From an optimization exercise on the open Yosys and OpenROAD flow, aimed at small area; shortcuts taken in it are not production practice.
The RTL was checked by simulation tests, not by an equivalence proof against the original design.
The clock port is modelled as an ideal driver; clocking choices that lean on that would not hold on a real chip.

## alpha
// color_find
module color_find #(
    parameter DISPLAY_W = 640,
    parameter DISPLAY_H = 480
) (
    input clk,
    input reset,
    input [9:0] x_pixel,
    input [9:0] y_pixel,
    input [3:0] R,
    input [3:0] G,
    input [3:0] B,
    output logic [1:0] USER
);
    localparam N = 22;
    wire is_red, is_blue;
    color_cls u_cls (
        .r3(R[3]), .r2(R[2]), .r1(R[1]), .r0(R[0]),
        .g3(G[3]), .g2(G[2]), .g1(G[1]), .g0(G[0]),
        .b3(B[3]), .b2(B[2]), .b1(B[1]), .b0(B[0]),
        .red(is_red), .blue(is_blue)
    );
    wire [9:0] x = x_pixel, y = y_pixel;
    wire z0, z1, z2, lo_n, pt_n, y5_8_n, x79_n, y5_8_z, y4_7_n;
    wire latch_pt, clear_pt, upper;
    g_nor4  u_z0 (.A(x[0]), .B(x[1]), .C(x[2]), .D(x[3]), .Y(z0));
    g_nor4  u_z1 (.A(x[4]), .B(x[5]), .C(x[6]), .D(y[0]), .Y(z1));
    g_nor4  u_z2 (.A(y[1]), .B(y[2]), .C(y[3]), .D(y[4]), .Y(z2));
    g_nor2  u_lo (.A(x[8]), .B(y[9]), .Y(lo_n));
    g_nand4 u_pt (.A(z0), .B(z1), .C(z2), .D(lo_n), .Y(pt_n));
  ...
clock: 160.0 ns
lec_check: 0
abc_area: 1
cap_margin: 20
core_margin: 2
core_utilization: 70
slew_margin: 20
synth_hierarchical: 1
synth_minimum_keep_size: 0
buffer_ports_args: -buffer_cell sky130_fd_sc_hd__buf_1
cts_args: -sink_clustering_enable -repair_clock_nets -dont_use_dummy_load -buf_list sky130_fd_sc_hd__clkbuf_8 -root_buf sky130_fd_sc_hd__clkbuf_8
pre_cts_tcl: /design/flow/flow/pre_cts.tcl
standard.sh (not shown) runs the stock make flow with config.mk's settings and CLKGATE_MAP_FILE= SYNTH_SCRIPT=/design/flow/synth_recipe.tcl, a recipe that flattens the netlist after the stock synthesis.
==> flow/flow/run.sh <==
#!/bin/bash
# Standard ORFS layout with two changes:
#  - synthesis maps with flow/abc_area.script (area-oriented ABC mapping, no
#    ABC buffering/upsizing); everything else in synthesis is the standard flow's own
#    standard synthesis (synth_recipe.tcl), so registers are unchanged;
#  - no full-adder extraction, buf_1 port buffers and a smaller clock
#    tree (flow/extra.mk).
set -euo pipefail
rm -rf scripts_mod
cp -r "$FLOW_HOME/scripts" scripts_mod
cp flow/abc_area.script scripts_mod/abc_area.script
cat flow/extra.mk >> config.mk
if [[ -f flow/pre_cts.tcl ]]; then echo "export PRE_CTS_TCL = $PWD/flow/pre_cts.tcl" >> config.mk; fi
export SCRIPTS_DIR="$PWD/scripts_mod"
bash standard.sh > standard.log 2>&1
==> flow/flow/extra.mk <==
# no full-adder extraction: ABC maps all logic
export ADDER_MAP_FILE =
# small buffers on the ports (the standard flow picks clkdlybuf4s50_1)
export BUFFER_PORTS_ARGS = -buffer_cell sky130_fd_sc_hd__buf_1
# smaller clock tree, no dummy loads
export CTS_ARGS = -sink_clustering_enable -repair_clock_nets -dont_use_dummy_load -buf_list sky130_fd_sc_hd__clkbuf_8 -root_buf sky130_fd_sc_hd__clkbuf_8
==> flow/flow/pre_cts.tcl <==
# Clock buffers placed by hand: the flip-flops are split by x into
# 3 groups of equal size; each group gets one sky130_fd_sc_hd__clkbuf_8 at its middle,
# driven by the clock port.
set ffs {}
foreach inst [[ord::get_db_block] getInsts] {
  if { [[$inst getMaster] isSequential] } {
    set loc [$inst getLocation]
    lappend ffs [list [lindex $loc 0] [lindex $loc 1] $inst]
  }
}
set ffs [lsort -integer -index 0 $ffs]
set n [llength $ffs]
set k 3
set dbu [[ord::get_db_tech] getDbUnitsPerMicron]
for { set g 0 } { $g < $k } { incr g } {
  set lo [expr { $g * $n / $k }]
  set hi [expr { ($g + 1) * $n / $k }]
  set xs 0; set ys 0; set pins {}
  for { set i $lo } { $i < $hi } { incr i } {
    set e [lindex $ffs $i]
    set xs [expr { $xs + [lindex $e 0] }]
    set ys [expr { $ys + [lindex $e 1] }]
    set inst [lindex $e 2]
    foreach it [$inst getITerms] {
      if { [[$it getMTerm] getSigType] == "CLOCK" || [[$it getMTerm] getName] == "CLK" } {
        lappend pins [get_pins [$inst getName]/[[$it getMTerm] getName]]
      }
    }
  }
  set m [expr { $hi - $lo }]
  set x [expr { $xs / $m / double($dbu) }]
  set y [expr { $ys / $m / double($dbu) }]
  puts "pre_cts: group $g: $m flip-flops, [llength $pins] clock pins, buffer at $x $y"
  insert_buffer -buffer_cell sky130_fd_sc_hd__clkbuf_8 -net clk -load_pins $pins -buffer_name clkbuf_g$g -location [list $x $y]
}
Other scripts of this flow, unchanged in this note and not shown: flow/flow/abc_area.script
Every stage of the flow completed for alpha, and the final layout passed the timing, DRC and antenna checks.
Relative to alpha, the following input files were edited for beta:
Settings: swapping 70 for 85 in CORE_UTILIZATION.
## What came out
beta: GPL-0301 in global placement without I/O (3_1_place_gp_skip_io) -> run aborted
alpha went all the way through the flow, and no timing, DRC or antenna check failed.
alpha -> beta: share of synthesized registers carrying an async set or reset delta 0, exact match
As far as share of the synthesized area in compound gates (AO/OA/AOI/OAI) goes, beta and alpha are indistinguishable; the numbers are identical.
[compare] base=alpha new=beta: number of synthesized register bits roughly the same; number of rows created at floorplan down 2; initial cell density of the core went up.
Looking at die width, beta sits 8.7% lower than alpha does.
Relative to beta, the following input files were edited for gamma:
Settings: CTS_ARGS: -sink_clustering_enable -repair_clock_nets -dont_use_dummy_load -buf_list sky130_fd_sc_hd__clkbuf_8 -root_buf sky130_fd_sc_hd__clkbuf_8 -> -sink_clustering_enable -repair_clock_nets -dont_use_dummy_load -buf_list sky130_fd_sc_hd__clkbuf_4 -root_buf sky130_fd_sc_hd__clkbuf_4.
diff --git a/flow/flow/extra.mk b/flow/flow/extra.mk
--- a/flow/flow/extra.mk
+++ b/flow/flow/extra.mk
@@ -6 +6 @@
-export CTS_ARGS = -sink_clustering_enable -repair_clock_nets -dont_use_dummy_load -buf_list sky130_fd_sc_hd__clkbuf_8 -root_buf sky130_fd_sc_hd__clkbuf_8
+export CTS_ARGS = -sink_clustering_enable -repair_clock_nets -dont_use_dummy_load -buf_list sky130_fd_sc_hd__clkbuf_4 -root_buf sky130_fd_sc_hd__clkbuf_4
diff --git a/flow/flow/pre_cts.tcl b/flow/flow/pre_cts.tcl
--- a/flow/flow/pre_cts.tcl
+++ b/flow/flow/pre_cts.tcl
@@ -2 +2 @@
-# 3 groups of equal size; each group gets one sky130_fd_sc_hd__clkbuf_8 at its middle,
+# 4 groups of equal size; each group gets one sky130_fd_sc_hd__clkbuf_4 at its middle,
@@ -13 +13 @@
-set k 3
+set k 4
@@ -34 +34 @@
-  insert_buffer -buffer_cell sky130_fd_sc_hd__clkbuf_8 -net clk -load_pins $pins -buffer_name clkbuf_g$g -location [list $x $y]
+  insert_buffer -buffer_cell sky130_fd_sc_hd__clkbuf_4 -net clk -load_pins $pins -buffer_name clkbuf_g$g -location [list $x $y]
Notes after the runs:
FAIL for each of beta and gamma. beta never completed, since it errored out during global placement without I/O (3_1_place_gp_skip_io). Diff gamma..beta | post-synthesis sequential area ratio | unchanged. Synthesized area per cell came out exactly the same in beta and gamma. Summary of gamma over beta: synthesized-area fraction occupied by ao, oa, aoi and oai cells ~0 delta, number of synthesized flops with an enable pin ~0 delta. Comparing beta against gamma, there is no change at all in x dimension of the die. Total of flip-flops plus latches after synthesis: gamma vs beta identical. Any difference in synthesized cell count between beta and gamma is small enough to ignore. Delta (gamma minus beta): total standard cell area after synthesis closely matched the old numbers; fraction of registers with async set/reset essentially unchanged; number of nets in the synthesized netlist comparable.

## re-timing with driven ports
The results above use ideal ports. As a check the final layout listed here was re-extracted and re-timed, cells and wires unchanged. Step 1, drivers: a clkbuf_16 drives clk and a buf_2 each remaining input, both assumed. Step 2 also shifts input and output timing later by t, the mid clock arrival at the registers, as if the neighbouring blocks saw the same clock. Slacks: no drivers / after step 1 / after step 2; pairs: no drivers / after step 1.
run: alpha
t (ns): 0.193
setup WS [ns]: 121.217 / 121.237 / 121.044
slew at the worst register clock pin (ns): 0.09 / 0.09
After both steps alpha still meets setup and hold. For alpha, drivers alone change the setup slack by +0.020 ns; drivers and shift together by -0.173 ns.
